This design comes from an exercise in tuning for small area and a short achievable clock period on the open sky130 flow, not from production work.
Only simulation tests tie the RTL to the original design; equivalence was not proved.
No activity file was given, so power comes from the tool's default toggle rates.

File: flow/design.v
module sqrt_16s (
    input         clk,
    input  [15:0] data_i,
    input         vld_i,
    output [15:0] data_o,
    output        vld_o
);
    function [6:0] tbl3;
        input [5:0] v;
        case (v)
            6'd0: tbl3 = {3'd0, 4'd0};
            6'd1: tbl3 = {3'd1, 4'd0};
            6'd2: tbl3 = {3'd1, 4'd1};
            6'd3: tbl3 = {3'd1, 4'd2};
            6'd4: tbl3 = {3'd2, 4'd0};
            6'd5: tbl3 = {3'd2, 4'd1};
            6'd6: tbl3 = {3'd2, 4'd2};
            6'd7: tbl3 = {3'd2, 4'd3};
            6'd8: tbl3 = {3'd2, 4'd4};
            6'd9: tbl3 = {3'd3, 4'd0};
            6'd10: tbl3 = {3'd3, 4'd1};
            6'd11: tbl3 = {3'd3, 4'd2};
            6'd12: tbl3 = {3'd3, 4'd3};
            6'd13: tbl3 = {3'd3, 4'd4};
            6'd14: tbl3 = {3'd3, 4'd5};
            6'd15: tbl3 = {3'd3, 4'd6};
            6'd16: tbl3 = {3'd4, 4'd0};
            6'd17: tbl3 = {3'd4, 4'd1};
            6'd18: tbl3 = {3'd4, 4'd2};
            6'd19: tbl3 = {3'd4, 4'd3};
            6'd20: tbl3 = {3'd4, 4'd4};
            6'd21: tbl3 = {3'd4, 4'd5};
            6'd22: tbl3 = {3'd4, 4'd6};
            6'd23: tbl3 = {3'd4, 4'd7};
            6'd24: tbl3 = {3'd4, 4'd8};
            6'd25: tbl3 = {3'd5, 4'd0};
            6'd26: tbl3 = {3'd5, 4'd1};
            6'd27: tbl3 = {3'd5, 4'd2};
            6'd28: tbl3 = {3'd5, 4'd3};
            6'd29: tbl3 = {3'd5, 4'd4};
            6'd30: tbl3 = {3'd5, 4'd5};
            6'd31: tbl3 = {3'd5, 4'd6};
            6'd32: tbl3 = {3'd5, 4'd7};
            6'd33: tbl3 = {3'd5, 4'd8};
            6'd34: tbl3 = {3'd5, 4'd9};
            6'd35: tbl3 = {3'd5, 4'd10};
            6'd36: tbl3 = {3'd6, 4'd0};
            6'd37: tbl3 = {3'd6, 4'd1};
            6'd38: tbl3 = {3'd6, 4'd2};
            6'd39: tbl3 = {3'd6, 4'd3};
            6'd40: tbl3 = {3'd6, 4'd4};
            6'd41: tbl3 = {3'd6, 4'd5};
            6'd42: tbl3 = {3'd6, 4'd6};
            6'd43: tbl3 = {3'd6, 4'd7};
            6'd44: tbl3 = {3'd6, 4'd8};
            6'd45: tbl3 = {3'd6, 4'd9};
            6'd46: tbl3 = {3'd6, 4'd10};
            6'd47: tbl3 = {3'd6, 4'd11};
            6'd48: tbl3 = {3'd6, 4'd12};
            6'd49: tbl3 = {3'd7, 4'd0};
            6'd50: tbl3 = {3'd7, 4'd1};
            6'd51: tbl3 = {3'd7, 4'd2};
            6'd52: tbl3 = {3'd7, 4'd3};
            6'd53: tbl3 = {3'd7, 4'd4};
            6'd54: tbl3 = {3'd7, 4'd5};
            6'd55: tbl3 = {3'd7, 4'd6};
            6'd56: tbl3 = {3'd7, 4'd7};
            6'd57: tbl3 = {3'd7, 4'd8};
            6'd58: tbl3 = {3'd7, 4'd9};
            6'd59: tbl3 = {3'd7, 4'd10};
            6'd60: tbl3 = {3'd7, 4'd11};
            6'd61: tbl3 = {3'd7, 4'd12};
            6'd62: tbl3 = {3'd7, 4'd13};
            6'd63: tbl3 = {3'd7, 4'd14};
            default: tbl3 = 7'bx;
        endcase
    endfunction
    wire [6:0] t3 = tbl3(data_i[15:10]);
    wire [2:0] q3 = t3[6:4];
    wire [3:0] r3 = t3[3:0];
    wire [9:0] x3 = data_i[9:0];
    wire [5:0] a4 = {r3, x3[9:8]};
    wire [5:0] b4 = {1'b0, q3, 2'b01};
    wire [5:0] g4_0 = ~a4 & b4;
    wire [5:0] p4_0 = ~a4 | b4;
    wire g4_1_1 = g4_0[1] | (p4_0[1] & g4_0[0]);
    wire p4_1_1 = p4_0[1] & p4_0[0];
    wire g4_1_3 = g4_0[3] | (p4_0[3] & g4_0[2]);
    wire p4_1_3 = p4_0[3] & p4_0[2];
    wire g4_1_5 = g4_0[5] | (p4_0[5] & g4_0[4]);
    wire p4_1_5 = p4_0[5] & p4_0[4];
    wire g4_2_3 = g4_1_3 | (p4_1_3 & g4_1_1);
    wire p4_2_3 = p4_1_3 & p4_1_1;
    wire g4_5_5 = g4_1_5 | (p4_1_5 & g4_2_3);
    wire p4_5_5 = p4_1_5 & p4_2_3;
    wire g4_6_2 = g4_0[2] | (p4_0[2] & g4_1_1);
    wire p4_6_2 = p4_0[2] & p4_1_1;
    wire g4_6_4 = g4_0[4] | (p4_0[4] & g4_2_3);
    wire p4_6_4 = p4_0[4] & p4_2_3;
    wire s4 = g4_5_5;
    wire [4:0] c4 = {g4_2_3, g4_6_2, g4_1_1, g4_0[0], 1'b0};
    wire [4:0] r4 = a4[4:0] ^ ({5{~s4}} & (b4[4:0] ^ c4));
    wire [3:0] q4 = {q3, ~s4};
    wire [7:0] x4 = x3[7:0];
    reg  [3:0] q_r4;
    always @(posedge clk) q_r4 <= q4;
    reg  [4:0] r_r4;
    always @(posedge clk) r_r4 <= r4;
    reg  [7:0] x_r4;
    always @(posedge clk) x_r4 <= x4;
    reg  [0:0] v_r4;
    always @(posedge clk) v_r4 <= vld_i;
    wire [6:0] a5 = {r_r4, x_r4[7:6]};
    wire [6:0] b5 = {1'b0, q_r4, 2'b01};
    wire [6:0] g5_0 = ~a5 & b5;
    wire [6:0] p5_0 = ~a5 | b5;
    wire g5_1_1 = g5_0[1] | (p5_0[1] & g5_0[0]);
    wire p5_1_1 = p5_0[1] & p5_0[0];
    wire g5_1_3 = g5_0[3] | (p5_0[3] & g5_0[2]);
    wire p5_1_3 = p5_0[3] & p5_0[2];
    wire g5_1_5 = g5_0[5] | (p5_0[5] & g5_0[4]);
    wire p5_1_5 = p5_0[5] & p5_0[4];
    wire g5_2_3 = g5_1_3 | (p5_1_3 & g5_1_1);
    wire p5_2_3 = p5_1_3 & p5_1_1;
    wire g5_5_5 = g5_1_5 | (p5_1_5 & g5_2_3);
    wire p5_5_5 = p5_1_5 & p5_2_3;
    wire g5_6_2 = g5_0[2] | (p5_0[2] & g5_1_1);
    wire p5_6_2 = p5_0[2] & p5_1_1;
    wire g5_6_4 = g5_0[4] | (p5_0[4] & g5_2_3);
    wire p5_6_4 = p5_0[4] & p5_2_3;
    wire g5_6_6 = g5_0[6] | (p5_0[6] & g5_5_5);
    wire p5_6_6 = p5_0[6] & p5_5_5;
    wire s5 = g5_6_6;
    wire [5:0] c5 = {g5_6_4, g5_2_3, g5_6_2, g5_1_1, g5_0[0], 1'b0};
    wire [5:0] r5 = a5[5:0] ^ ({6{~s5}} & (b5[5:0] ^ c5));
    wire [4:0] q5 = {q_r4, ~s5};
    wire [5:0] x5 = x_r4[5:0];
    reg  [4:0] q_r5;
    always @(posedge clk) q_r5 <= q5;
    reg  [5:0] r_r5;
    always @(posedge clk) r_r5 <= r5;
    reg  [5:0] x_r5;
    always @(posedge clk) x_r5 <= x5;
    reg  [0:0] v_r5;
    always @(posedge clk) v_r5 <= v_r4;
    wire [7:0] a6 = {r_r5, x_r5[5:4]};
    wire [7:0] b6 = {1'b0, q_r5, 2'b01};
    wire [7:0] g6_0 = ~a6 & b6;
    wire [7:0] p6_0 = ~a6 | b6;
    wire g6_1_1 = g6_0[1] | (p6_0[1] & g6_0[0]);
    wire p6_1_1 = p6_0[1] & p6_0[0];
    wire g6_1_3 = g6_0[3] | (p6_0[3] & g6_0[2]);
    wire p6_1_3 = p6_0[3] & p6_0[2];
    wire g6_1_5 = g6_0[5] | (p6_0[5] & g6_0[4]);
    wire p6_1_5 = p6_0[5] & p6_0[4];
    wire g6_1_7 = g6_0[7] | (p6_0[7] & g6_0[6]);
    wire p6_1_7 = p6_0[7] & p6_0[6];
    wire g6_2_3 = g6_1_3 | (p6_1_3 & g6_1_1);
    wire p6_2_3 = p6_1_3 & p6_1_1;
    wire g6_2_7 = g6_1_7 | (p6_1_7 & g6_1_5);
    wire p6_2_7 = p6_1_7 & p6_1_5;
    wire g6_3_7 = g6_2_7 | (p6_2_7 & g6_2_3);
    wire p6_3_7 = p6_2_7 & p6_2_3;
    wire g6_5_5 = g6_1_5 | (p6_1_5 & g6_2_3);
    wire p6_5_5 = p6_1_5 & p6_2_3;
    wire g6_6_2 = g6_0[2] | (p6_0[2] & g6_1_1);
    wire p6_6_2 = p6_0[2] & p6_1_1;
    wire g6_6_4 = g6_0[4] | (p6_0[4] & g6_2_3);
    wire p6_6_4 = p6_0[4] & p6_2_3;
    wire g6_6_6 = g6_0[6] | (p6_0[6] & g6_5_5);
    wire p6_6_6 = p6_0[6] & p6_5_5;
    wire s6 = g6_3_7;
    wire [6:0] c6 = {g6_5_5, g6_6_4, g6_2_3, g6_6_2, g6_1_1, g6_0[0], 1'b0};
    wire [6:0] r6 = a6[6:0] ^ ({7{~s6}} & (b6[6:0] ^ c6));
    wire [5:0] q6 = {q_r5, ~s6};
    wire [3:0] x6 = x_r5[3:0];
    reg  [5:0] q_r6;
    always @(posedge clk) q_r6 <= q6;
    reg  [6:0] r_r6;
    always @(posedge clk) r_r6 <= r6;
    reg  [3:0] x_r6;
    always @(posedge clk) x_r6 <= x6;
    reg  [0:0] v_r6;
    always @(posedge clk) v_r6 <= v_r5;
    wire [8:0] a7 = {r_r6, x_r6[3:2]};
    wire [8:0] b7 = {1'b0, q_r6, 2'b01};
    wire [8:0] g7_0 = ~a7 & b7;
    wire [8:0] p7_0 = ~a7 | b7;
    wire g7_1_1 = g7_0[1] | (p7_0[1] & g7_0[0]);
    wire p7_1_1 = p7_0[1] & p7_0[0];
    wire g7_1_3 = g7_0[3] | (p7_0[3] & g7_0[2]);
    wire p7_1_3 = p7_0[3] & p7_0[2];
    wire g7_1_5 = g7_0[5] | (p7_0[5] & g7_0[4]);
    wire p7_1_5 = p7_0[5] & p7_0[4];
    wire g7_1_7 = g7_0[7] | (p7_0[7] & g7_0[6]);
    wire p7_1_7 = p7_0[7] & p7_0[6];
    wire g7_2_3 = g7_1_3 | (p7_1_3 & g7_1_1);
    wire p7_2_3 = p7_1_3 & p7_1_1;
    wire g7_2_7 = g7_1_7 | (p7_1_7 & g7_1_5);
    wire p7_2_7 = p7_1_7 & p7_1_5;
    wire g7_3_7 = g7_2_7 | (p7_2_7 & g7_2_3);
    wire p7_3_7 = p7_2_7 & p7_2_3;
    wire g7_7_5 = g7_1_5 | (p7_1_5 & g7_2_3);
    wire p7_7_5 = p7_1_5 & p7_2_3;
    wire g7_8_2 = g7_0[2] | (p7_0[2] & g7_1_1);
    wire p7_8_2 = p7_0[2] & p7_1_1;
    wire g7_8_4 = g7_0[4] | (p7_0[4] & g7_2_3);
    wire p7_8_4 = p7_0[4] & p7_2_3;
    wire g7_8_6 = g7_0[6] | (p7_0[6] & g7_7_5);
    wire p7_8_6 = p7_0[6] & p7_7_5;
    wire g7_8_8 = g7_0[8] | (p7_0[8] & g7_3_7);
    wire p7_8_8 = p7_0[8] & p7_3_7;
    wire s7 = g7_8_8;
    wire [7:0] c7 = {g7_8_6, g7_7_5, g7_8_4, g7_2_3, g7_8_2, g7_1_1, g7_0[0], 1'b0};
    wire [7:0] r7 = a7[7:0] ^ ({8{~s7}} & (b7[7:0] ^ c7));
    wire [6:0] q7 = {q_r6, ~s7};
    wire [1:0] x7 = x_r6[1:0];
    reg  [6:0] q_r7;
    always @(posedge clk) q_r7 <= q7;
    reg  [7:0] r_r7;
    always @(posedge clk) r_r7 <= r7;
    reg  [1:0] x_r7;
    always @(posedge clk) x_r7 <= x7;
    reg  [0:0] v_r7;
    always @(posedge clk) v_r7 <= v_r6;
    wire [9:0] a8 = {r_r7, x_r7[1:0]};
    wire [9:0] b8 = {1'b0, q_r7, 2'b01};
    wire [9:0] g8_0 = ~a8 & b8;
    wire [9:0] p8_0 = ~a8 | b8;
    wire g8_1_1 = g8_0[1] | (p8_0[1] & g8_0[0]);
    wire p8_1_1 = p8_0[1] & p8_0[0];
    wire g8_1_3 = g8_0[3] | (p8_0[3] & g8_0[2]);
    wire p8_1_3 = p8_0[3] & p8_0[2];
    wire g8_1_5 = g8_0[5] | (p8_0[5] & g8_0[4]);
    wire p8_1_5 = p8_0[5] & p8_0[4];
    wire g8_1_7 = g8_0[7] | (p8_0[7] & g8_0[6]);
    wire p8_1_7 = p8_0[7] & p8_0[6];
    wire g8_1_9 = g8_0[9] | (p8_0[9] & g8_0[8]);
    wire p8_1_9 = p8_0[9] & p8_0[8];
    wire g8_2_3 = g8_1_3 | (p8_1_3 & g8_1_1);
    wire p8_2_3 = p8_1_3 & p8_1_1;
    wire g8_2_7 = g8_1_7 | (p8_1_7 & g8_1_5);
    wire p8_2_7 = p8_1_7 & p8_1_5;
    wire g8_3_7 = g8_2_7 | (p8_2_7 & g8_2_3);
    wire p8_3_7 = p8_2_7 & p8_2_3;
    wire g8_7_5 = g8_1_5 | (p8_1_5 & g8_2_3);
    wire p8_7_5 = p8_1_5 & p8_2_3;
    wire g8_7_9 = g8_1_9 | (p8_1_9 & g8_3_7);
    wire p8_7_9 = p8_1_9 & p8_3_7;
    wire g8_8_2 = g8_0[2] | (p8_0[2] & g8_1_1);
    wire p8_8_2 = p8_0[2] & p8_1_1;
    wire g8_8_4 = g8_0[4] | (p8_0[4] & g8_2_3);
    wire p8_8_4 = p8_0[4] & p8_2_3;
    wire g8_8_6 = g8_0[6] | (p8_0[6] & g8_7_5);
    wire p8_8_6 = p8_0[6] & p8_7_5;
    wire g8_8_8 = g8_0[8] | (p8_0[8] & g8_3_7);
    wire p8_8_8 = p8_0[8] & p8_3_7;
    wire s8 = g8_7_9;
    wire [8:0] c8 = {g8_3_7, g8_8_6, g8_7_5, g8_8_4, g8_2_3, g8_8_2, g8_1_1, g8_0[0], 1'b0};
    wire [8:0] r8 = a8[8:0] ^ ({9{~s8}} & (b8[8:0] ^ c8));
    wire [7:0] q8 = {q_r7, ~s8};
    reg  [7:0] q_r8;
    always @(posedge clk) q_r8 <= q8;
    reg  [8:0] r_r8;
    always @(posedge clk) r_r8 <= r8;
    reg  [0:0] v_r8;
    always @(posedge clk) v_r8 <= v_r7;
    wire [10:0] a9 = {r_r8, 2'b00};
    wire [10:0] b9 = {1'b0, q_r8, 2'b01};
    wire [10:0] g9_0 = ~a9 & b9;
    wire [10:0] p9_0 = ~a9 | b9;
    wire g9_1_1 = g9_0[1] | (p9_0[1] & g9_0[0]);
    wire p9_1_1 = p9_0[1] & p9_0[0];
    wire g9_1_3 = g9_0[3] | (p9_0[3] & g9_0[2]);
    wire p9_1_3 = p9_0[3] & p9_0[2];
    wire g9_1_5 = g9_0[5] | (p9_0[5] & g9_0[4]);
    wire p9_1_5 = p9_0[5] & p9_0[4];
    wire g9_1_7 = g9_0[7] | (p9_0[7] & g9_0[6]);
    wire p9_1_7 = p9_0[7] & p9_0[6];
    wire g9_1_9 = g9_0[9] | (p9_0[9] & g9_0[8]);
    wire p9_1_9 = p9_0[9] & p9_0[8];
    wire g9_2_3 = g9_1_3 | (p9_1_3 & g9_1_1);
    wire p9_2_3 = p9_1_3 & p9_1_1;
    wire g9_2_7 = g9_1_7 | (p9_1_7 & g9_1_5);
    wire p9_2_7 = p9_1_7 & p9_1_5;
    wire g9_3_7 = g9_2_7 | (p9_2_7 & g9_2_3);
    wire p9_3_7 = p9_2_7 & p9_2_3;
    wire g9_7_5 = g9_1_5 | (p9_1_5 & g9_2_3);
    wire p9_7_5 = p9_1_5 & p9_2_3;
    wire g9_7_9 = g9_1_9 | (p9_1_9 & g9_3_7);
    wire p9_7_9 = p9_1_9 & p9_3_7;
    wire g9_8_2 = g9_0[2] | (p9_0[2] & g9_1_1);
    wire p9_8_2 = p9_0[2] & p9_1_1;
    wire g9_8_4 = g9_0[4] | (p9_0[4] & g9_2_3);
    wire p9_8_4 = p9_0[4] & p9_2_3;
    wire g9_8_6 = g9_0[6] | (p9_0[6] & g9_7_5);
    wire p9_8_6 = p9_0[6] & p9_7_5;
    wire g9_8_8 = g9_0[8] | (p9_0[8] & g9_3_7);
    wire p9_8_8 = p9_0[8] & p9_3_7;
    wire g9_8_10 = g9_0[10] | (p9_0[10] & g9_7_9);
    wire p9_8_10 = p9_0[10] & p9_7_9;
    wire s9 = g9_8_10;
    wire [9:0] c9 = {g9_8_8, g9_3_7, g9_8_6, g9_7_5, g9_8_4, g9_2_3, g9_8_2, g9_1_1, g9_0[0], 1'b0};
    wire [9:0] r9 = a9[9:0] ^ ({10{~s9}} & (b9[9:0] ^ c9));
    wire [8:0] q9 = {q_r8, ~s9};
    reg  [8:0] q_r9;
    always @(posedge clk) q_r9 <= q9;
    reg  [9:0] r_r9;
    always @(posedge clk) r_r9 <= r9;
    reg  [0:0] v_r9;
    always @(posedge clk) v_r9 <= v_r8;
    wire [11:0] a10 = {r_r9, 2'b00};
    wire [11:0] b10 = {1'b0, q_r9, 2'b01};
    wire [11:0] g10_0 = ~a10 & b10;
    wire [11:0] p10_0 = ~a10 | b10;
    wire g10_1_1 = g10_0[1] | (p10_0[1] & g10_0[0]);
    wire p10_1_1 = p10_0[1] & p10_0[0];
    wire g10_1_3 = g10_0[3] | (p10_0[3] & g10_0[2]);
    wire p10_1_3 = p10_0[3] & p10_0[2];
    wire g10_1_5 = g10_0[5] | (p10_0[5] & g10_0[4]);
    wire p10_1_5 = p10_0[5] & p10_0[4];
    wire g10_1_7 = g10_0[7] | (p10_0[7] & g10_0[6]);
    wire p10_1_7 = p10_0[7] & p10_0[6];
    wire g10_1_9 = g10_0[9] | (p10_0[9] & g10_0[8]);
    wire p10_1_9 = p10_0[9] & p10_0[8];
    wire g10_1_11 = g10_0[11] | (p10_0[11] & g10_0[10]);
    wire p10_1_11 = p10_0[11] & p10_0[10];
    wire g10_2_3 = g10_1_3 | (p10_1_3 & g10_1_1);
    wire p10_2_3 = p10_1_3 & p10_1_1;
    wire g10_2_7 = g10_1_7 | (p10_1_7 & g10_1_5);
    wire p10_2_7 = p10_1_7 & p10_1_5;
    wire g10_2_11 = g10_1_11 | (p10_1_11 & g10_1_9);
    wire p10_2_11 = p10_1_11 & p10_1_9;
    wire g10_3_7 = g10_2_7 | (p10_2_7 & g10_2_3);
    wire p10_3_7 = p10_2_7 & p10_2_3;
    wire g10_6_11 = g10_2_11 | (p10_2_11 & g10_3_7);
    wire p10_6_11 = p10_2_11 & p10_3_7;
    wire g10_7_5 = g10_1_5 | (p10_1_5 & g10_2_3);
    wire p10_7_5 = p10_1_5 & p10_2_3;
    wire g10_7_9 = g10_1_9 | (p10_1_9 & g10_3_7);
    wire p10_7_9 = p10_1_9 & p10_3_7;
    wire g10_8_2 = g10_0[2] | (p10_0[2] & g10_1_1);
    wire p10_8_2 = p10_0[2] & p10_1_1;
    wire g10_8_4 = g10_0[4] | (p10_0[4] & g10_2_3);
    wire p10_8_4 = p10_0[4] & p10_2_3;
    wire g10_8_6 = g10_0[6] | (p10_0[6] & g10_7_5);
    wire p10_8_6 = p10_0[6] & p10_7_5;
    wire g10_8_8 = g10_0[8] | (p10_0[8] & g10_3_7);
    wire p10_8_8 = p10_0[8] & p10_3_7;
    wire g10_8_10 = g10_0[10] | (p10_0[10] & g10_7_9);
    wire p10_8_10 = p10_0[10] & p10_7_9;
    wire s10 = g10_6_11;
    wire [10:0] c10 = {g10_7_9, g10_8_8, g10_3_7, g10_8_6, g10_7_5, g10_8_4, g10_2_3, g10_8_2, g10_1_1, g10_0[0], 1'b0};
    wire [10:0] r10 = a10[10:0] ^ ({11{~s10}} & (b10[10:0] ^ c10));
    wire [9:0] q10 = {q_r9, ~s10};
    reg  [9:0] q_r10;
    always @(posedge clk) q_r10 <= q10;
    reg  [10:0] r_r10;
    always @(posedge clk) r_r10 <= r10;
    reg  [0:0] v_r10;
    always @(posedge clk) v_r10 <= v_r9;
    wire [12:0] a11 = {r_r10, 2'b00};
    wire [12:0] b11 = {1'b0, q_r10, 2'b01};
    wire [12:0] g11_0 = ~a11 & b11;
    wire [12:0] p11_0 = ~a11 | b11;
    wire g11_1_1 = g11_0[1] | (p11_0[1] & g11_0[0]);
    wire p11_1_1 = p11_0[1] & p11_0[0];
    wire g11_1_3 = g11_0[3] | (p11_0[3] & g11_0[2]);
    wire p11_1_3 = p11_0[3] & p11_0[2];
    wire g11_1_5 = g11_0[5] | (p11_0[5] & g11_0[4]);
    wire p11_1_5 = p11_0[5] & p11_0[4];
    wire g11_1_7 = g11_0[7] | (p11_0[7] & g11_0[6]);
    wire p11_1_7 = p11_0[7] & p11_0[6];
    wire g11_1_9 = g11_0[9] | (p11_0[9] & g11_0[8]);
    wire p11_1_9 = p11_0[9] & p11_0[8];
    wire g11_1_11 = g11_0[11] | (p11_0[11] & g11_0[10]);
    wire p11_1_11 = p11_0[11] & p11_0[10];
    wire g11_2_3 = g11_1_3 | (p11_1_3 & g11_1_1);
    wire p11_2_3 = p11_1_3 & p11_1_1;
    wire g11_2_7 = g11_1_7 | (p11_1_7 & g11_1_5);
    wire p11_2_7 = p11_1_7 & p11_1_5;
    wire g11_2_11 = g11_1_11 | (p11_1_11 & g11_1_9);
    wire p11_2_11 = p11_1_11 & p11_1_9;
    wire g11_3_7 = g11_2_7 | (p11_2_7 & g11_2_3);
    wire p11_3_7 = p11_2_7 & p11_2_3;
    wire g11_6_11 = g11_2_11 | (p11_2_11 & g11_3_7);
    wire p11_6_11 = p11_2_11 & p11_3_7;
    wire g11_7_5 = g11_1_5 | (p11_1_5 & g11_2_3);
    wire p11_7_5 = p11_1_5 & p11_2_3;
    wire g11_7_9 = g11_1_9 | (p11_1_9 & g11_3_7);
    wire p11_7_9 = p11_1_9 & p11_3_7;
    wire g11_8_2 = g11_0[2] | (p11_0[2] & g11_1_1);
    wire p11_8_2 = p11_0[2] & p11_1_1;
    wire g11_8_4 = g11_0[4] | (p11_0[4] & g11_2_3);
    wire p11_8_4 = p11_0[4] & p11_2_3;
    wire g11_8_6 = g11_0[6] | (p11_0[6] & g11_7_5);
    wire p11_8_6 = p11_0[6] & p11_7_5;
    wire g11_8_8 = g11_0[8] | (p11_0[8] & g11_3_7);
    wire p11_8_8 = p11_0[8] & p11_3_7;
    wire g11_8_10 = g11_0[10] | (p11_0[10] & g11_7_9);
    wire p11_8_10 = p11_0[10] & p11_7_9;
    wire g11_8_12 = g11_0[12] | (p11_0[12] & g11_6_11);
    wire p11_8_12 = p11_0[12] & p11_6_11;
    wire s11 = g11_8_12;
    wire [11:0] c11 = {g11_8_10, g11_7_9, g11_8_8, g11_3_7, g11_8_6, g11_7_5, g11_8_4, g11_2_3, g11_8_2, g11_1_1, g11_0[0], 1'b0};
    wire [11:0] r11 = a11[11:0] ^ ({12{~s11}} & (b11[11:0] ^ c11));
    wire [10:0] q11 = {q_r10, ~s11};
    reg  [10:0] q_r11;
    always @(posedge clk) q_r11 <= q11;
    reg  [11:0] r_r11;
    always @(posedge clk) r_r11 <= r11;
    reg  [0:0] v_r11;
    always @(posedge clk) v_r11 <= v_r10;
    wire [13:0] a12 = {r_r11, 2'b00};
    wire [13:0] b12 = {1'b0, q_r11, 2'b01};
    wire [13:0] g12_0 = ~a12 & b12;
    wire [13:0] p12_0 = ~a12 | b12;
    wire g12_1_1 = g12_0[1] | (p12_0[1] & g12_0[0]);
    wire p12_1_1 = p12_0[1] & p12_0[0];
    wire g12_1_3 = g12_0[3] | (p12_0[3] & g12_0[2]);
    wire p12_1_3 = p12_0[3] & p12_0[2];
    wire g12_1_5 = g12_0[5] | (p12_0[5] & g12_0[4]);
    wire p12_1_5 = p12_0[5] & p12_0[4];
    wire g12_1_7 = g12_0[7] | (p12_0[7] & g12_0[6]);
    wire p12_1_7 = p12_0[7] & p12_0[6];
    wire g12_1_9 = g12_0[9] | (p12_0[9] & g12_0[8]);
    wire p12_1_9 = p12_0[9] & p12_0[8];
    wire g12_1_11 = g12_0[11] | (p12_0[11] & g12_0[10]);
    wire p12_1_11 = p12_0[11] & p12_0[10];
    wire g12_1_13 = g12_0[13] | (p12_0[13] & g12_0[12]);
    wire p12_1_13 = p12_0[13] & p12_0[12];
    wire g12_2_3 = g12_1_3 | (p12_1_3 & g12_1_1);
    wire p12_2_3 = p12_1_3 & p12_1_1;
    wire g12_2_7 = g12_1_7 | (p12_1_7 & g12_1_5);
    wire p12_2_7 = p12_1_7 & p12_1_5;
    wire g12_2_11 = g12_1_11 | (p12_1_11 & g12_1_9);
    wire p12_2_11 = p12_1_11 & p12_1_9;
    wire g12_3_7 = g12_2_7 | (p12_2_7 & g12_2_3);
    wire p12_3_7 = p12_2_7 & p12_2_3;
    wire g12_6_11 = g12_2_11 | (p12_2_11 & g12_3_7);
    wire p12_6_11 = p12_2_11 & p12_3_7;
    wire g12_7_5 = g12_1_5 | (p12_1_5 & g12_2_3);
    wire p12_7_5 = p12_1_5 & p12_2_3;
    wire g12_7_9 = g12_1_9 | (p12_1_9 & g12_3_7);
    wire p12_7_9 = p12_1_9 & p12_3_7;
    wire g12_7_13 = g12_1_13 | (p12_1_13 & g12_6_11);
    wire p12_7_13 = p12_1_13 & p12_6_11;
    wire g12_8_2 = g12_0[2] | (p12_0[2] & g12_1_1);
    wire p12_8_2 = p12_0[2] & p12_1_1;
    wire g12_8_4 = g12_0[4] | (p12_0[4] & g12_2_3);
    wire p12_8_4 = p12_0[4] & p12_2_3;
    wire g12_8_6 = g12_0[6] | (p12_0[6] & g12_7_5);
    wire p12_8_6 = p12_0[6] & p12_7_5;
    wire g12_8_8 = g12_0[8] | (p12_0[8] & g12_3_7);
    wire p12_8_8 = p12_0[8] & p12_3_7;
    wire g12_8_10 = g12_0[10] | (p12_0[10] & g12_7_9);
    wire p12_8_10 = p12_0[10] & p12_7_9;
    wire g12_8_12 = g12_0[12] | (p12_0[12] & g12_6_11);
    wire p12_8_12 = p12_0[12] & p12_6_11;
    wire s12 = g12_7_13;
    wire [12:0] c12 = {g12_6_11, g12_8_10, g12_7_9, g12_8_8, g12_3_7, g12_8_6, g12_7_5, g12_8_4, g12_2_3, g12_8_2, g12_1_1, g12_0[0], 1'b0};
    wire [12:0] r12 = a12[12:0] ^ ({13{~s12}} & (b12[12:0] ^ c12));
    wire [11:0] q12 = {q_r11, ~s12};
    reg  [11:0] q_r12;
    always @(posedge clk) q_r12 <= q12;
    reg  [12:0] r_r12;
    always @(posedge clk) r_r12 <= r12;
    reg  [0:0] v_r12;
    always @(posedge clk) v_r12 <= v_r11;
    wire [14:0] a13 = {r_r12, 2'b00};
    wire [14:0] b13 = {1'b0, q_r12, 2'b01};
    wire [14:0] g13_0 = ~a13 & b13;
    wire [14:0] p13_0 = ~a13 | b13;
    wire g13_1_1 = g13_0[1] | (p13_0[1] & g13_0[0]);
    wire p13_1_1 = p13_0[1] & p13_0[0];
    wire g13_1_3 = g13_0[3] | (p13_0[3] & g13_0[2]);
    wire p13_1_3 = p13_0[3] & p13_0[2];
    wire g13_1_5 = g13_0[5] | (p13_0[5] & g13_0[4]);
    wire p13_1_5 = p13_0[5] & p13_0[4];
    wire g13_1_7 = g13_0[7] | (p13_0[7] & g13_0[6]);
    wire p13_1_7 = p13_0[7] & p13_0[6];
    wire g13_1_9 = g13_0[9] | (p13_0[9] & g13_0[8]);
    wire p13_1_9 = p13_0[9] & p13_0[8];
    wire g13_1_11 = g13_0[11] | (p13_0[11] & g13_0[10]);
    wire p13_1_11 = p13_0[11] & p13_0[10];
    wire g13_1_13 = g13_0[13] | (p13_0[13] & g13_0[12]);
    wire p13_1_13 = p13_0[13] & p13_0[12];
    wire g13_2_3 = g13_1_3 | (p13_1_3 & g13_1_1);
    wire p13_2_3 = p13_1_3 & p13_1_1;
    wire g13_2_7 = g13_1_7 | (p13_1_7 & g13_1_5);
    wire p13_2_7 = p13_1_7 & p13_1_5;
    wire g13_2_11 = g13_1_11 | (p13_1_11 & g13_1_9);
    wire p13_2_11 = p13_1_11 & p13_1_9;
    wire g13_3_7 = g13_2_7 | (p13_2_7 & g13_2_3);
    wire p13_3_7 = p13_2_7 & p13_2_3;
    wire g13_6_11 = g13_2_11 | (p13_2_11 & g13_3_7);
    wire p13_6_11 = p13_2_11 & p13_3_7;
    wire g13_7_5 = g13_1_5 | (p13_1_5 & g13_2_3);
    wire p13_7_5 = p13_1_5 & p13_2_3;
    wire g13_7_9 = g13_1_9 | (p13_1_9 & g13_3_7);
    wire p13_7_9 = p13_1_9 & p13_3_7;
    wire g13_7_13 = g13_1_13 | (p13_1_13 & g13_6_11);
    wire p13_7_13 = p13_1_13 & p13_6_11;
    wire g13_8_2 = g13_0[2] | (p13_0[2] & g13_1_1);
    wire p13_8_2 = p13_0[2] & p13_1_1;
    wire g13_8_4 = g13_0[4] | (p13_0[4] & g13_2_3);
    wire p13_8_4 = p13_0[4] & p13_2_3;
    wire g13_8_6 = g13_0[6] | (p13_0[6] & g13_7_5);
    wire p13_8_6 = p13_0[6] & p13_7_5;
    wire g13_8_8 = g13_0[8] | (p13_0[8] & g13_3_7);
    wire p13_8_8 = p13_0[8] & p13_3_7;
    wire g13_8_10 = g13_0[10] | (p13_0[10] & g13_7_9);
    wire p13_8_10 = p13_0[10] & p13_7_9;
    wire g13_8_12 = g13_0[12] | (p13_0[12] & g13_6_11);
    wire p13_8_12 = p13_0[12] & p13_6_11;
    wire g13_8_14 = g13_0[14] | (p13_0[14] & g13_7_13);
    wire p13_8_14 = p13_0[14] & p13_7_13;
    wire s13 = g13_8_14;
    wire [13:0] c13 = {g13_8_12, g13_6_11, g13_8_10, g13_7_9, g13_8_8, g13_3_7, g13_8_6, g13_7_5, g13_8_4, g13_2_3, g13_8_2, g13_1_1, g13_0[0], 1'b0};
    wire [13:0] r13 = a13[13:0] ^ ({14{~s13}} & (b13[13:0] ^ c13));
    wire [12:0] q13 = {q_r12, ~s13};
    reg  [12:0] q_r13;
    always @(posedge clk) q_r13 <= q13;
    reg  [13:0] r_r13;
    always @(posedge clk) r_r13 <= r13;
    reg  [0:0] v_r13;
    always @(posedge clk) v_r13 <= v_r12;
    wire [15:0] a14 = {r_r13, 2'b00};
    wire [15:0] b14 = {1'b0, q_r13, 2'b01};
    wire [15:0] g14_0 = ~a14 & b14;
    wire [15:0] p14_0 = ~a14 | b14;
    wire g14_1_1 = g14_0[1] | (p14_0[1] & g14_0[0]);
    wire p14_1_1 = p14_0[1] & p14_0[0];
    wire g14_1_3 = g14_0[3] | (p14_0[3] & g14_0[2]);
    wire p14_1_3 = p14_0[3] & p14_0[2];
    wire g14_1_5 = g14_0[5] | (p14_0[5] & g14_0[4]);
    wire p14_1_5 = p14_0[5] & p14_0[4];
    wire g14_1_7 = g14_0[7] | (p14_0[7] & g14_0[6]);
    wire p14_1_7 = p14_0[7] & p14_0[6];
    wire g14_1_9 = g14_0[9] | (p14_0[9] & g14_0[8]);
    wire p14_1_9 = p14_0[9] & p14_0[8];
    wire g14_1_11 = g14_0[11] | (p14_0[11] & g14_0[10]);
    wire p14_1_11 = p14_0[11] & p14_0[10];
    wire g14_1_13 = g14_0[13] | (p14_0[13] & g14_0[12]);
    wire p14_1_13 = p14_0[13] & p14_0[12];
    wire g14_1_15 = g14_0[15] | (p14_0[15] & g14_0[14]);
    wire p14_1_15 = p14_0[15] & p14_0[14];
    wire g14_2_3 = g14_1_3 | (p14_1_3 & g14_1_1);
    wire p14_2_3 = p14_1_3 & p14_1_1;
    wire g14_2_7 = g14_1_7 | (p14_1_7 & g14_1_5);
    wire p14_2_7 = p14_1_7 & p14_1_5;
    wire g14_2_11 = g14_1_11 | (p14_1_11 & g14_1_9);
    wire p14_2_11 = p14_1_11 & p14_1_9;
    wire g14_2_15 = g14_1_15 | (p14_1_15 & g14_1_13);
    wire p14_2_15 = p14_1_15 & p14_1_13;
    wire g14_3_7 = g14_2_7 | (p14_2_7 & g14_2_3);
    wire p14_3_7 = p14_2_7 & p14_2_3;
    wire g14_3_15 = g14_2_15 | (p14_2_15 & g14_2_11);
    wire p14_3_15 = p14_2_15 & p14_2_11;
    wire g14_4_15 = g14_3_15 | (p14_3_15 & g14_3_7);
    wire p14_4_15 = p14_3_15 & p14_3_7;
    wire g14_6_11 = g14_2_11 | (p14_2_11 & g14_3_7);
    wire p14_6_11 = p14_2_11 & p14_3_7;
    wire g14_7_5 = g14_1_5 | (p14_1_5 & g14_2_3);
    wire p14_7_5 = p14_1_5 & p14_2_3;
    wire g14_7_9 = g14_1_9 | (p14_1_9 & g14_3_7);
    wire p14_7_9 = p14_1_9 & p14_3_7;
    wire g14_7_13 = g14_1_13 | (p14_1_13 & g14_6_11);
    wire p14_7_13 = p14_1_13 & p14_6_11;
    wire g14_8_2 = g14_0[2] | (p14_0[2] & g14_1_1);
    wire p14_8_2 = p14_0[2] & p14_1_1;
    wire g14_8_4 = g14_0[4] | (p14_0[4] & g14_2_3);
    wire p14_8_4 = p14_0[4] & p14_2_3;
    wire g14_8_6 = g14_0[6] | (p14_0[6] & g14_7_5);
    wire p14_8_6 = p14_0[6] & p14_7_5;
    wire g14_8_8 = g14_0[8] | (p14_0[8] & g14_3_7);
    wire p14_8_8 = p14_0[8] & p14_3_7;
    wire g14_8_10 = g14_0[10] | (p14_0[10] & g14_7_9);
    wire p14_8_10 = p14_0[10] & p14_7_9;
    wire g14_8_12 = g14_0[12] | (p14_0[12] & g14_6_11);
    wire p14_8_12 = p14_0[12] & p14_6_11;
    wire g14_8_14 = g14_0[14] | (p14_0[14] & g14_7_13);
    wire p14_8_14 = p14_0[14] & p14_7_13;
    wire s14 = g14_4_15;
    wire [14:0] c14 = {g14_7_13, g14_8_12, g14_6_11, g14_8_10, g14_7_9, g14_8_8, g14_3_7, g14_8_6, g14_7_5, g14_8_4, g14_2_3, g14_8_2, g14_1_1, g14_0[0], 1'b0};
    wire [14:0] r14 = a14[14:0] ^ ({15{~s14}} & (b14[14:0] ^ c14));
    wire [13:0] q14 = {q_r13, ~s14};
    reg  [13:0] q_r14;
    always @(posedge clk) q_r14 <= q14;
    reg  [14:0] r_r14;
    always @(posedge clk) r_r14 <= r14;
    reg  [0:0] v_r14;
    always @(posedge clk) v_r14 <= v_r13;
    wire [16:0] a15 = {r_r14, 2'b00};
    wire [16:0] b15 = {1'b0, q_r14, 2'b01};
    wire [16:0] g15_0 = ~a15 & b15;
    wire [16:0] p15_0 = ~a15 | b15;
    wire g15_1_1 = g15_0[1] | (p15_0[1] & g15_0[0]);
    wire p15_1_1 = p15_0[1] & p15_0[0];
    wire g15_1_3 = g15_0[3] | (p15_0[3] & g15_0[2]);
    wire p15_1_3 = p15_0[3] & p15_0[2];
    wire g15_1_5 = g15_0[5] | (p15_0[5] & g15_0[4]);
    wire p15_1_5 = p15_0[5] & p15_0[4];
    wire g15_1_7 = g15_0[7] | (p15_0[7] & g15_0[6]);
    wire p15_1_7 = p15_0[7] & p15_0[6];
    wire g15_1_9 = g15_0[9] | (p15_0[9] & g15_0[8]);
    wire p15_1_9 = p15_0[9] & p15_0[8];
    wire g15_1_11 = g15_0[11] | (p15_0[11] & g15_0[10]);
    wire p15_1_11 = p15_0[11] & p15_0[10];
    wire g15_1_13 = g15_0[13] | (p15_0[13] & g15_0[12]);
    wire p15_1_13 = p15_0[13] & p15_0[12];
    wire g15_1_15 = g15_0[15] | (p15_0[15] & g15_0[14]);
    wire p15_1_15 = p15_0[15] & p15_0[14];
    wire g15_2_3 = g15_1_3 | (p15_1_3 & g15_1_1);
    wire p15_2_3 = p15_1_3 & p15_1_1;
    wire g15_2_7 = g15_1_7 | (p15_1_7 & g15_1_5);
    wire p15_2_7 = p15_1_7 & p15_1_5;
    wire g15_2_11 = g15_1_11 | (p15_1_11 & g15_1_9);
    wire p15_2_11 = p15_1_11 & p15_1_9;
    wire g15_2_15 = g15_1_15 | (p15_1_15 & g15_1_13);
    wire p15_2_15 = p15_1_15 & p15_1_13;
    wire g15_3_7 = g15_2_7 | (p15_2_7 & g15_2_3);
    wire p15_3_7 = p15_2_7 & p15_2_3;
    wire g15_3_15 = g15_2_15 | (p15_2_15 & g15_2_11);
    wire p15_3_15 = p15_2_15 & p15_2_11;
    wire g15_4_15 = g15_3_15 | (p15_3_15 & g15_3_7);
    wire p15_4_15 = p15_3_15 & p15_3_7;
    wire g15_8_11 = g15_2_11 | (p15_2_11 & g15_3_7);
    wire p15_8_11 = p15_2_11 & p15_3_7;
    wire g15_9_5 = g15_1_5 | (p15_1_5 & g15_2_3);
    wire p15_9_5 = p15_1_5 & p15_2_3;
    wire g15_9_9 = g15_1_9 | (p15_1_9 & g15_3_7);
    wire p15_9_9 = p15_1_9 & p15_3_7;
    wire g15_9_13 = g15_1_13 | (p15_1_13 & g15_8_11);
    wire p15_9_13 = p15_1_13 & p15_8_11;
    wire g15_10_2 = g15_0[2] | (p15_0[2] & g15_1_1);
    wire p15_10_2 = p15_0[2] & p15_1_1;
    wire g15_10_4 = g15_0[4] | (p15_0[4] & g15_2_3);
    wire p15_10_4 = p15_0[4] & p15_2_3;
    wire g15_10_6 = g15_0[6] | (p15_0[6] & g15_9_5);
    wire p15_10_6 = p15_0[6] & p15_9_5;
    wire g15_10_8 = g15_0[8] | (p15_0[8] & g15_3_7);
    wire p15_10_8 = p15_0[8] & p15_3_7;
    wire g15_10_10 = g15_0[10] | (p15_0[10] & g15_9_9);
    wire p15_10_10 = p15_0[10] & p15_9_9;
    wire g15_10_12 = g15_0[12] | (p15_0[12] & g15_8_11);
    wire p15_10_12 = p15_0[12] & p15_8_11;
    wire g15_10_14 = g15_0[14] | (p15_0[14] & g15_9_13);
    wire p15_10_14 = p15_0[14] & p15_9_13;
    wire g15_10_16 = g15_0[16] | (p15_0[16] & g15_4_15);
    wire p15_10_16 = p15_0[16] & p15_4_15;
    wire s15 = g15_10_16;
    wire [15:0] c15 = {g15_10_14, g15_9_13, g15_10_12, g15_8_11, g15_10_10, g15_9_9, g15_10_8, g15_3_7, g15_10_6, g15_9_5, g15_10_4, g15_2_3, g15_10_2, g15_1_1, g15_0[0], 1'b0};
    wire [15:0] r15 = a15[15:0] ^ ({16{~s15}} & (b15[15:0] ^ c15));
    wire [14:0] q15 = {q_r14, ~s15};
    reg  [14:0] q_r15;
    always @(posedge clk) q_r15 <= q15;
    reg  [15:0] r_r15;
    always @(posedge clk) r_r15 <= r15;
    reg  [0:0] v_r15;
    always @(posedge clk) v_r15 <= v_r14;
    wire [17:0] a16 = {r_r15, 2'b00};
    wire [17:0] b16 = {1'b0, q_r15, 2'b01};
    wire [17:0] g16_0 = ~a16 & b16;
    wire [17:0] p16_0 = ~a16 | b16;
    wire g16_1_1 = g16_0[1] | (p16_0[1] & g16_0[0]);
    wire p16_1_1 = p16_0[1] & p16_0[0];
    wire g16_1_3 = g16_0[3] | (p16_0[3] & g16_0[2]);
    wire p16_1_3 = p16_0[3] & p16_0[2];
    wire g16_1_5 = g16_0[5] | (p16_0[5] & g16_0[4]);
    wire p16_1_5 = p16_0[5] & p16_0[4];
    wire g16_1_7 = g16_0[7] | (p16_0[7] & g16_0[6]);
    wire p16_1_7 = p16_0[7] & p16_0[6];
    wire g16_1_9 = g16_0[9] | (p16_0[9] & g16_0[8]);
    wire p16_1_9 = p16_0[9] & p16_0[8];
    wire g16_1_11 = g16_0[11] | (p16_0[11] & g16_0[10]);
    wire p16_1_11 = p16_0[11] & p16_0[10];
    wire g16_1_13 = g16_0[13] | (p16_0[13] & g16_0[12]);
    wire p16_1_13 = p16_0[13] & p16_0[12];
    wire g16_1_15 = g16_0[15] | (p16_0[15] & g16_0[14]);
    wire p16_1_15 = p16_0[15] & p16_0[14];
    wire g16_1_17 = g16_0[17] | (p16_0[17] & g16_0[16]);
    wire p16_1_17 = p16_0[17] & p16_0[16];
    wire g16_2_3 = g16_1_3 | (p16_1_3 & g16_1_1);
    wire p16_2_3 = p16_1_3 & p16_1_1;
    wire g16_2_7 = g16_1_7 | (p16_1_7 & g16_1_5);
    wire p16_2_7 = p16_1_7 & p16_1_5;
    wire g16_2_11 = g16_1_11 | (p16_1_11 & g16_1_9);
    wire p16_2_11 = p16_1_11 & p16_1_9;
    wire g16_2_15 = g16_1_15 | (p16_1_15 & g16_1_13);
    wire p16_2_15 = p16_1_15 & p16_1_13;
    wire g16_3_7 = g16_2_7 | (p16_2_7 & g16_2_3);
    wire p16_3_7 = p16_2_7 & p16_2_3;
    wire g16_3_15 = g16_2_15 | (p16_2_15 & g16_2_11);
    wire p16_3_15 = p16_2_15 & p16_2_11;
    wire g16_4_15 = g16_3_15 | (p16_3_15 & g16_3_7);
    wire p16_4_15 = p16_3_15 & p16_3_7;
    wire g16_8_11 = g16_2_11 | (p16_2_11 & g16_3_7);
    wire p16_8_11 = p16_2_11 & p16_3_7;
    wire g16_9_5 = g16_1_5 | (p16_1_5 & g16_2_3);
    wire p16_9_5 = p16_1_5 & p16_2_3;
    wire g16_9_9 = g16_1_9 | (p16_1_9 & g16_3_7);
    wire p16_9_9 = p16_1_9 & p16_3_7;
    wire g16_9_13 = g16_1_13 | (p16_1_13 & g16_8_11);
    wire p16_9_13 = p16_1_13 & p16_8_11;
    wire g16_9_17 = g16_1_17 | (p16_1_17 & g16_4_15);
    wire p16_9_17 = p16_1_17 & p16_4_15;
    wire g16_10_2 = g16_0[2] | (p16_0[2] & g16_1_1);
    wire p16_10_2 = p16_0[2] & p16_1_1;
    wire g16_10_4 = g16_0[4] | (p16_0[4] & g16_2_3);
    wire p16_10_4 = p16_0[4] & p16_2_3;
    wire g16_10_6 = g16_0[6] | (p16_0[6] & g16_9_5);
    wire p16_10_6 = p16_0[6] & p16_9_5;
    wire g16_10_8 = g16_0[8] | (p16_0[8] & g16_3_7);
    wire p16_10_8 = p16_0[8] & p16_3_7;
    wire g16_10_10 = g16_0[10] | (p16_0[10] & g16_9_9);
    wire p16_10_10 = p16_0[10] & p16_9_9;
    wire g16_10_12 = g16_0[12] | (p16_0[12] & g16_8_11);
    wire p16_10_12 = p16_0[12] & p16_8_11;
    wire g16_10_14 = g16_0[14] | (p16_0[14] & g16_9_13);
    wire p16_10_14 = p16_0[14] & p16_9_13;
    wire g16_10_16 = g16_0[16] | (p16_0[16] & g16_4_15);
    wire p16_10_16 = p16_0[16] & p16_4_15;
    wire s16 = g16_9_17;
    wire [15:0] q16 = {q_r15, ~s16};
    reg  [15:0] q_r16;
    always @(posedge clk) q_r16 <= q16;
    reg  [0:0] v_r16;
    always @(posedge clk) v_r16 <= v_r15;
    assign data_o = q_r16;
    assign vld_o  = v_r16;
endmodule
File: flow/flow/run.sh
#!/bin/bash
# The standard layout (the standard.sh: ORFS synthesis to final), with buf_2
# cells as the port buffers and a clock tree of clkbuf_8 without dummy loads.
bash standard.sh \
  "BUFFER_PORTS_ARGS=-buffer_cell sky130_fd_sc_hd__buf_2" \
  "CTS_ARGS=-sink_clustering_enable -repair_clock_nets -dont_use_dummy_load -buf_list sky130_fd_sc_hd__clkbuf_8 -sink_clustering_size 14 -sink_clustering_max_diameter 50" \
  finish > standard.log 2>&1
File: flow/standard.sh
#!/bin/bash
# synth_recipe.tcl (not shown) runs the flow's synth.tcl, then flattens the netlist and writes it again
# the make line also repeats each setting of config.mk as NAME=value (left out here)
make -C /OpenROAD-flow-scripts/flow DESIGN_CONFIG=/design/flow/config.mk WORK_HOME=/design/flow/orfs CLKGATE_MAP_FILE= SYNTH_SCRIPT=/design/flow/synth_recipe.tcl "${@:-finish}"
File: flow/config.mk
export PLATFORM = sky130hd
export DESIGN_NAME = sqrt_16s
export DESIGN_NICKNAME = sqrt_16s
export VERILOG_FILES = /design/flow/design.v
export SDC_FILE = /design/flow/constraint.sdc
export NUM_CORES = 4
export LEC_CHECK = 0
export ABC_AREA = 1
export CAP_MARGIN = 20
export CORE_MARGIN = 2
export CORE_UTILIZATION = 40
export SETUP_SLACK_MARGIN = 1.15
export SLEW_MARGIN = 20
File: flow/constraint.sdc
create_clock -name core_clock -period 3.0 [get_ports {clk}]
set_input_delay 0.6000 -clock core_clock [delete_from_list [all_inputs] [get_ports {clk}]]
set_output_delay 0.6000 -clock core_clock [all_outputs]
set_load 0.01 [all_outputs]
==> results.toml, run 1 <==
[setup_path]
worstPathRequired_ns = 3.44
crit_type = "flip-flop to flip-flop"
start_kind = "flip-flop"
path_cells = "inv_2 > nand2_2 > a21oi_2 > nand2_2 > a21oi_4 > nand3_2 > nand2_4 > nand2_8 > ha_4 > xor2_1"
cp_slowest_cell = "dfxtp_1"
crit_arrival_ns = 2.19
worst_path_largest_cell_delay_ns = 0.31
crit_top_cell = "nand2_2"
cp_max_fo = 5
endpoint_kind = "flip-flop"

[run_status]
status = "no timing/DRC/antenna violations"

[routing]
drc_errors = 0
drt_iter0_markers = 261
wl_um = 19100
dr.pass1.iters = 4
ant_nets = 0
num_vias = 8464
via_per_inst = 4.46
wl_per_cell_um = 10.1

[placement]
gp_congestion = 0.815
place_ws_ns = 0.609
hpwl_um = 13900
placed_area_sq_um = 12000
portBuffers = 34

[power]
power_density_nw_per_um2 = 1230
ir_drop_uv = 560
leakagePower_nw = 6.48

[hold_path]
min_path_type = "input pin to flip-flop"

[clocking]
hold_buffers = 0
clk_pin_slew_worst_paths_ns = 0.09
cts.path.max_buffers = 3
htreeDepth = 1
clk_latency_ns = 0.56
clock-sinks = 275
cts_tree = "built"
root_buffer = "clkbuf_8"
numCtsBuffers = 28

[synthesis]
ys_seq_elements = 275
ys_warn_count = 1
synth_seq_area_share_pct = 48.4
syn_inst = 1443
yosysUniqueCellTypes = 41
synth.avg_cell_area_sq_um = 7.88
netlist_area_sq_um = 11400
synth_fp_nets = 1470

[cells_and_area]
fin_nets = 1547
num_antenna_cells = 0
drive_gt1_share_pct = 15.2
final_core_util_pct = 46.2
design_area_sq_um = 12900
area_growth_pct = 13.2

[die]
rows = 61
io_pins = 35
die-area_sq_um = 29800
start_util_pct = 40.8
die_w_um = 173
coreArea_sq_um = 27900
die_h_um = 173

[flow_run]
maxCapViolations = 0

[sta]
min_period_ns = 1.74
rsz0062_at_grt = "true"
slew_headroom_pct = 29.5
max_clock_freq_ghz = 0.574
timing.final.crit_share_pct = 58.1
worst_pin_slew_ns = 1.06
maxSlewViolCount = 0
skew_ns = 0.0460
hold_slack_ns = 0.136
hold_viol_final = 0
finalSetupViolations = 0
tns_ns = 0
layout_setup_ws_ns = 1.26

[grt]
overflow = 0
grt_pass1_vias = 7843
grt_usage_pct = 12.5
grt_first_pass_wirelength_um = 32300
grt_max_degree = 17
antenna_found_initial = 0
## flip-flops by register name (all words and copies together), names as in the netlist, 10 cells and up
register,count
r_r15,14
q_r11,11
q_r10,10
r_r14,13
r_r13,12
q_r12,12
q_r15,15
q_r14,14
q_r16,16
r_r11,10
q_r13,13
r_r12,11
## logic make-up after synthesis
| group | Yosys count | share of synthesized area [%] |
|---|---|---|
| adder cells (fa/ha/maj) | 12 | 1.25 |
| buffers and inverters | 260 | 8.99 |
| AND/OR/NAND/NOR | 639 | 25.0 |
| flip-flops | 275 | 48.4 |
| XOR/XNOR | 111 | 8.55 |
| AO/OA/AOI/OAI | 146 | 7.74 |
## cell type report
cell class / count / area, sq um
Multi-Input combinational cell: 911 / 5190
Timing Repair inverter: 1 / 5.00
Timing Repair Buffer: 50 / 295
Clock buffer: 28 / 385
Inverter: 253 / 993
Tap cell: 378 / 473
Sequential cell: 275 / 5520
Fill cell: 2707 / 15000
## per-stage QoR
stage | power, mW | cells
final | 15.9 | 1896
after CTS | 15.3 | 1876
after floorplan | 11.9 | 1443
after global placement | 13.1 | 1848
after detailed placement | 13.3 | 1848
after global routing | 17.5 | 1896
## cells in the final DEF (no fill, tap or decap), types with 4 or more instances in the layout
master    netlist  final
nand2_1       361    340
dfxtp_1       275    262
inv_1         243    236
nand3_1       105    102
xor2_1         90     90
nor2_1         77     70
o21ai_0        66     57
a21oi_1        36     35
buf_2           1     32
nand2_2        20     31
clkbuf_8        0     28
xnor2_1        21     21
or2_2          17     16
nand4_1        16     16
buf_4           0     16
o21ai_1         7     15
nand3_2        13     14
nand2_4         4     13
dfxtp_2         0     13
nor2_2          5     12
inv_2          10     12
nand3b_1       11     11
ha_4            0      6
a21oi_2         7      5
o211ai_1        5      5
nor3_1          5      5
or2_1           4      4
nand2_8         0      4
o22ai_1         4      4
a21oi_4         1      4
## worst max-delay path: cells and delay by family (launching register included)
family | cells | cell delay (ns)
AO/OA/AOI/OAI | 2 | 0.41
XOR/XNOR | 1 | 0.14
adder cells (fa/ha/maj) | 1 | 0.17
buffers and inverters | 1 | 0.08
flip-flops | 1 | 0.31
AND/OR/NAND/NOR | 5 | 0.52
## cells in the mapped netlist, drive strengths merged
master  count  area (sq um)
a211oi      1          12.5
a21boi      3          33.8
a21oi      44           258
a221oi      4          35.0
a31oi       1          6.26
and2        1          6.26
buf         7          72.6
dfxtp     275          5510
ha          9           113
inv       253           950
maj3        3          30.0
nand2     385          1530
nand3     118           656
nand3b     11          82.6
nand4      16           100
nor2       82           320
nor3        5          25.0
o211ai      6          50.1
o21a        1          7.51
o21ai      78           417
o21bai      2          15.0
o221a       1          11.3
o221ai      1          8.76
o22ai       4          25.0
or2        21           131
xnor2      21           184
xor2       90           788
## layer usage
metal,vias to the layer above,GRT usage (%),wire length (um)
li1,4605,-,-
met1,3742,12.9,8100
met2,85,24.8,10000
met3,32,2.44,594
met4,0,4.10,398
met5,-,0,0
## power by group
group | total, mW | internal, mW | switching, mW | leakage, nW
sequential | 6.08 | 5.18 | 0.897 | 2.32
combinational | 7.87 | 3.15 | 4.72 | 3.96
clock | 1.94 | 0.825 | 1.12 | 0.201
total | 15.9 | 9.15 | 6.73 | 6.48
## what timing repair did
action / CTS / global route
pin swaps: 3 / 24
gates cloned: 0 / 4
buffers inserted: 0 / 16
gates resized for setup: 10 / 85
setup endpoints to repair: 11 / 86
## worst paths after layout
kind	startpoint	to	slack (ns)	depth (start not counted)
max	x_r6[2]$_DFF_P_	r_r7[1]$_DFF_P_	1.26	10
min	data_i[7]	x_r4[7]$_DFF_P_	0.14	1
max reg2reg	x_r6[2]$_DFF_P_	r_r7[1]$_DFF_P_	1.26	10
min reg2reg	v_r15$_DFF_P_	v_r16$_DFF_P_	0.33	0
==> run 2, diff against run 1 <==
--- a/flow/config.mk
+++ b/flow/config.mk
@@ -11,3 +11,3 @@
 export CORE_UTILIZATION = 40
-export SETUP_SLACK_MARGIN = 1.15
+export SETUP_SLACK_MARGIN = 1.05
 export SLEW_MARGIN = 20
==> run 2 against run 1 <==
  * Total power is 3.6% lower
  * Area after synthesis stayed put
  * Cell count is 0.95% lower
  * Final area is 2.7% lower
  * Flip-flop and latch count stayed put
  * Maximum frequency is 2.5% lower
  * Critical endpoint is now r_r8[1]$_DFF_P_
  * Largest cell class unchanged
  * Largest power group unchanged
==> results.toml, run 2 <==
[synthesis]
yosysUniqueCellTypes = 41
synth.avg_cell_area_sq_um = 7.88
synth_edf_count = 0
synth_common_cells = "nand2_1, dfxtp_1, inv_1"
netlist_area_sq_um = 11400
synth_seq_area_share_pct = 48.4
ys_seq_elements = 275
yosysTopAreaCell = "dfxtp_1"
synth_top_cells_by_area = "dfxtp_1, nand2_1, inv_1, xor2_1, nand3_1"
synth_flop_cell = "dfxtp_1"
syn_inst = 1443
synth_fp_nets = 1470
ys_warn_count = 1
async_flop_share_pct = 0
yosysTopAreaCellShare_pct = 48.4
yosys.cell_count.top_type = "nand2_1"

[routing]
drc_errors = 0
drt_iter0_markers = 343
ant_nets = 0
dr.pass1.iters = 5
via_per_inst = 4.44
wl_per_cell_um = 9.99
num_vias = 8335
wl_um = 18800

[setup_path]
endpoint_kind = "flip-flop"
crit_top_cell = "nand2_2"
path_cells = "inv_2 > nand2_2 > a21oi_2 > nand2_2 > a21oi_4 > nand3_2 > nand2_2 > nand2_2 > nand2_2 > inv_2 > ha_1 > xor2_1"
rr_endpoint = "r_r8[1]$_DFF_P_"
crit_type = "flip-flop to flip-flop"
crit_arrival_ns = 2.22
start_kind = "flip-flop"
worstPathRequired_ns = 3.44
worst_path_largest_cell_delay_ns = 0.31
crit_start = "x_r7[0]$_DFF_P_"
cpLargestDelayFamily = "simple AND/OR/NAND/NOR gates"
crit_buf_inv = 2
rr_startpoint = "x_r7[0]$_DFF_P_"
r2r_cells = 12
crit_end = "r_r8[1]$_DFF_P_"
crit_cells = 12
cp_slowest_cell = "dfxtp_1"
rrSetupSlack_ns = 1.21
cp_max_fo = 7

[cells_and_area]
reg.largest.list = "q_r16: 16 flops, q_r15: 15 flops"
fin_nets = 1529
largest_reg_flops = 16
mostFrequentLayoutCells = "nand2_1, dfxtp_1, inv_1, nand3_1, xor2_1"
regMostFlops = "q_r16"
area_growth_pct = 10.1
layout_commonest_cell = "nand2_1"
drive_gt1_share_pct = 11.7
nFillCells = 2753
num_antenna_cells = 0

[sta]
min_period_ns = 1.79
slew_headroom_pct = 51.5
maxSlewViolCount = 0
max_clock_freq_ghz = 0.559
worst_pin_slew_ns = 0.728
hold_viol_final = 0
tns_ns = 0
hold_slack_ns = 0.151
timing.final.crit_share_pct = 59.6
finalSetupViolations = 0
rsz0062_at_grt = "true"
skew_ns = 0.0712

[power]
power_density_nw_per_um2 = 1220
swShare_pct = 42.1
pwr-share-seq_pct = 39.7
p_int_mw = 8.86
switchingPower_mw = 6.45
power_frac_clock_pct = 13.0
ir_drop_uv = 523
power_frac_comb_pct = 47.4
leakagePower_nw = 6.36

[die]
start_util_pct = 40.8
die-area_sq_um = 29800
die_h_um = 173
coreArea_sq_um = 27900
die_w_um = 173
io_pins = 35
rows = 61

[clocking]
clock-sinks = 275
numCtsBuffers = 29
root_buffer = "clkbuf_8"
clk_pin_slew_worst_paths_ns = 0.09
clk_latency_ns = 0.58
cts.path.max_buffers = 3
hold_buffers = 0
htreeDepth = 1
cts_tree = "built"

[placement]
portBuffers = 34
gp_congestion = 0.793
hpwl_um = 14500

[hold_path]
hold-path-cell-count = 1
min_path_type = "input pin to flip-flop"

[grt]
overflow = 0
grt_pass1_vias = 7819
grt_usage_pct = 12.7
grt_first_pass_wirelength_um = 32800
grt_max_degree = 17
antenna_found_initial = 0

[run_status]
status = "no timing/DRC/antenna violations"

[flow_run]
maxCapViolations = 0
==> run 2: worst min path at each step <==
stage | startpoint | endpoint | slack (ns)
2_1_floorplan | v_r9$_DFF_P_ | v_r10$_DFF_P_ | 0.31
3_3_place_gp | x_r5[3]$_DFF_P_ | x_r6[3]$_DFF_P_ | 0.31
3_5_place_dp | x_r5[2]$_DFF_P_ | x_r6[2]$_DFF_P_ | 0.31
4_1_cts | data_i[3] | x_r4[3]$_DFF_P_ | 0.11
5_1_grt | vld_i | v_r4$_DFF_P_ | 0.11
6_report | vld_i | v_r4$_DFF_P_ | 0.15
==> run 2: area by class of cell <==
class	count	area (sq um)	share of cell area, %
Sequential cell	275	5510	44.0
Timing Repair Buffer	35	178	1.42
Inverter	253	962	7.69
Clock buffer	29	399	3.19
Tap cell	378	473	3.78
Multi-Input combinational cell	908	5000	39.9
==> run 2: power groups by stage <==
stage | clock [mW] | sequential (mW) | combinational (mW)
after global placement | 0 | 6.14 | 6.94
after floorplan | 0 | 5.95 | 5.99
final | 1.98 | 6.07 | 7.25
after detailed placement | 0 | 6.16 | 7.15
after CTS | 2.10 | 6.07 | 7.16
after global routing | 2.23 | 6.30 | 8.43
==> run 2: repair_timing <==
action                                  in CTS  in global routing
resized for setup                            0                 28
endpoints found under the setup margin       0                 43
buffers inserted                             0                  1
hold endpoints to repair                     0                  0
==> run 2: layer usage <==
| metal | GRT usage, % | share of wire [%] | up-vias |
|---|---|---|---|
| met5 | 0 | 0 | - |
| met4 | 5.13 | 4.2 | 0 |
| met3 | 2.02 | 2.7 | 43 |
| met2 | 24.5 | 51 | 99 |
| met1 | 13.7 | 43 | 3640 |
| li1 | - | - | 4553 |
==> run 2: per-stage QoR <==
| stage | util, % | cells | setup slack, ns | instance area (sq um) | power, mW |
|---|---|---|---|---|---|
| 2_1_floorplan | - | 1443 | 1.05 | 11400 | 11.9 |
| 3_3_place_gp | 43.1 | 1848 | 0.743 | 12000 | 13.1 |
| 3_5_place_dp | 43.1 | 1848 | 0.663 | 12000 | 13.3 |
| 4_1_cts | 44.5 | 1877 | 1.11 | 12400 | 15.3 |
| 5_1_grt | 44.9 | 1878 | 1.05 | 12500 | 17.0 |
| 6_report | 44.9 | 1878 | 1.21 | 12500 | 15.3 |
==> run 2: cell families (layout without fill, tap and decap cells) <==
group | Yosys count | after routing | share of synthesized area (%)
AO/OA/AOI/OAI | 146 | 146 | 7.74
XOR/XNOR | 111 | 111 | 8.55
adder cells (fa/ha/maj) | 12 | 12 | 1.25
buffers and inverters | 260 | 317 | 8.99
flip-flops | 275 | 275 | 48.4
AND/OR/NAND/NOR | 639 | 639 | 25.0
==> run 3, diff against run 2 <==
--- a/flow/config.mk
+++ b/flow/config.mk
@@ -11,3 +11,4 @@
 export CORE_UTILIZATION = 40
-export SETUP_SLACK_MARGIN = 1.05
+export PLACE_DENSITY = 0.8
+export SETUP_SLACK_MARGIN = 1.2
 export SLEW_MARGIN = 20
==> run 3 against run 2 <==
  * Cell count increased by 1.2%
  * Worst hold slack worse by 0.016 ns
  * Area after synthesis unchanged
  * Non-clock buffer count grew 20
  * Worst setup slack gained 0.053 ns
  * Register-to-register slack better by 0.05 ns
  * First-iteration DRC count is 18% higher
  * Still clean on timing, DRC and antenna
  * Total power increased by 5.6%
==> results.toml, run 3 <==
[sta]
rsz0062_at_grt = "true"
min_period_ns = 1.73
timing.final.crit_share_pct = 57.8
worst_pin_slew_ns = 0.921
skew_ns = 0.0468
tns_ns = 0
max_clock_freq_ghz = 0.577
finalSetupViolations = 0
hold_viol_final = 0
slew_headroom_pct = 38.6
maxSlewViolCount = 0

[clocking]
cts.path.max_buffers = 3
numCtsBuffers = 27
root_buffer = "clkbuf_8"
clk_latency_ns = 0.56
clock-sinks = 275
clk_pin_slew_worst_paths_ns = 0.08
cts_tree = "built"
htreeDepth = 1

[routing]
ant_nets = 0
drc_errors = 0
drt_iter0_markers = 404
route.met3.wl_um = 631
wirelength_met1_um = 7120
met2_length_um = 11100
dr.pass1.iters = 6
wl_per_cell_um = 10.3
top_layer = "met4"
wl_um = 19600
via_per_inst = 4.66
num_vias = 8855

[synthesis]
yosys.cell_count.top_type = "nand2_1"
synth_edf_count = 0
synth_top_cells_by_area = "dfxtp_1, nand2_1, inv_1, xor2_1, nand3_1"
yosysUniqueCellTypes = 41
ys_seq_elements = 275
yosysTopAreaCell = "dfxtp_1"
synth.avg_cell_area_sq_um = 7.88
netlist_area_sq_um = 11400
ys_warn_count = 1
yosysTopAreaCellShare_pct = 48.4
syn_inst = 1443
synth_fp_nets = 1470
synth_common_cells = "nand2_1, dfxtp_1, inv_1"
async_flop_share_pct = 0
synth_seq_area_share_pct = 48.4
synth_flop_cell = "dfxtp_1"

[setup_path]
rrSetupSlack_ns = 1.27
start_kind = "flip-flop"
crit_type = "flip-flop to flip-flop"
path_cells = "inv_1 > nand2_2 > a21oi_1 > a21oi_1 > o21ai_0 > nor2_1 > nand2_2 > nand2_8 > nand3_1 > xor2_1"
worstPathRequired_ns = 3.41
cp_slowest_cell = "dfxtp_1"
endpoint_kind = "flip-flop"
cp_max_fo = 8
rr_endpoint = "r_r15[12]$_DFF_P_"
rr_startpoint = "r_r14[10]$_DFF_P_"
r2r_cells = 10
worst_path_largest_cell_delay_ns = 0.36
crit_arrival_ns = 2.14

[cells_and_area]
drive_gt1_share_pct = 16.6
num_antenna_cells = 0
layout_commonest_cell = "nand2_1"
regMostFlops = "q_r16"
design_area_sq_um = 12900
multiInputGateArea_sq_um = 5230
reg.largest.list = "q_r16: 16 flops, q_r15: 15 flops"
regArea_sq_um = 5530
fin_nets = 1551
mostFrequentLayoutCells = "nand2_1, dfxtp_1, inv_1, nand3_1, xor2_1"
largest_reg_flops = 16
nFillCells = 2580
area_growth_pct = 13.7

[die]
io_pins = 35
die_h_um = 173
start_util_pct = 40.8
die-area_sq_um = 29800
die_w_um = 173
coreArea_sq_um = 27900
rows = 61

[placement]
hpwl_um = 14000
portBuffers = 34
placed_area_sq_um = 12000
gp_congestion = 0.832

[hold_path]
min_path_type = "input pin to flip-flop"
hold-path-cell-count = 1
hp-start = "data_i[5]"
holdPathEnd = "x_r4[5]$_DFF_P_"

[grt]
overflow = 0
grt_pass1_vias = 8428
grt_usage_pct = 12.4
grt_first_pass_wirelength_um = 32600
antenna_found_initial = 0
grt_max_degree = 17

[flow_run]
maxCapViolations = 0

[power]
leakagePower_nw = 6.52
power_density_nw_per_um2 = 1250
ir_drop_uv = 646

[run_status]
status = "no timing/DRC/antenna violations"
run 3: cell counts after synthesis:
Identical to the previous run, type by type.
run 3: power by group:
part | total, mW | internal [mW] | switching [mW]
combinational | 8.18 | 3.26 | 4.92
clock | 1.88 | 0.797 | 1.09
sequential | 6.10 | 5.19 | 0.915
run 3: worst max path at each step:
stage,end,depth (start not counted),startpoint
finish,r_r15[12]$_DFF_P_,10,r_r14[10]$_DFF_P_
global route,r_r10[3]$_DFF_P_,10,q_r9[3]$_DFF_P_
CTS,r_r8[1]$_DFF_P_,12,x_r7[1]$_DFF_P_
detailed placement,r_r4[1]$_DFF_P_,13,data_i[11]
global placement,r_r4[1]$_DFF_P_,13,data_i[11]
floorplan,r_r4[1]$_DFF_P_,12,data_i[10]
run 3: metrics by stage:
| step | cells | util (%) | worst slack [ns] | hold WS, ns | power [mW] |
|---|---|---|---|---|---|
| floorplan | 1443 | - | 1.05 | 0.310 | 11.9 |
| global placement | 1848 | 43.2 | 0.702 | 0.310 | 12.8 |
| CTS | 1877 | 44.7 | 1.20 | 0.100 | 15.2 |
| finish | 1900 | 46.4 | 1.27 | 0.135 | 16.2 |
| global route | 1900 | 46.4 | 1.13 | 0.0944 | 17.7 |
| detailed placement | 1848 | 43.2 | 0.619 | 0.314 | 13.2 |
run 3: cell type report:
cell class / instances / share of cell area (%)
flip-flops and latches: 275 / 42.7
multi-input cells: 911 / 40.4
clock buffers: 27 / 2.87
well taps: 378 / 3.66
inverters: 253 / 7.68
repair inverters: 1 / 0.0484
repair buffers: 55 / 2.57
run 3: layer usage:
metal,GRT usage [%],up-vias
met4,5.80,0
met5,0,-
met1,11.4,4028
met3,1.80,55
met2,26.0,155
li1,-,4617
run 3: timing repair:
action,CTS,global route
resized for setup,9,104
endpoints found under the setup margin,17,96
buffers inserted,2,19
cloned,0,4
pin swaps,4,40
hold buffers,0,0
endpoints found under the hold margin,0,0
run 3: kinds of logic after synthesis:
| kind of cell | count (synthesis) | synth area share, % |
|---|---|---|
| AOI/OAI and AO/OA | 146 | 7.74 |
| xor gates and xnor gates | 111 | 8.55 |
| adders and majority gates | 12 | 1.25 |
| buffers and inverters | 260 | 8.99 |
| DFF | 275 | 48.4 |
| and+or+nand+nor | 639 | 25.0 |
run 3: worst max-delay path, delay by kind of cell (launching register included):
kind / cells / cell delay [ns]
AO/OA/AOI/OAI: 3 / 0.42
AND/OR/NAND/NOR: 5 / 0.61
flip-flops: 1 / 0.36
XOR/XNOR: 1 / 0.15
buffers and inverters: 1 / 0.09
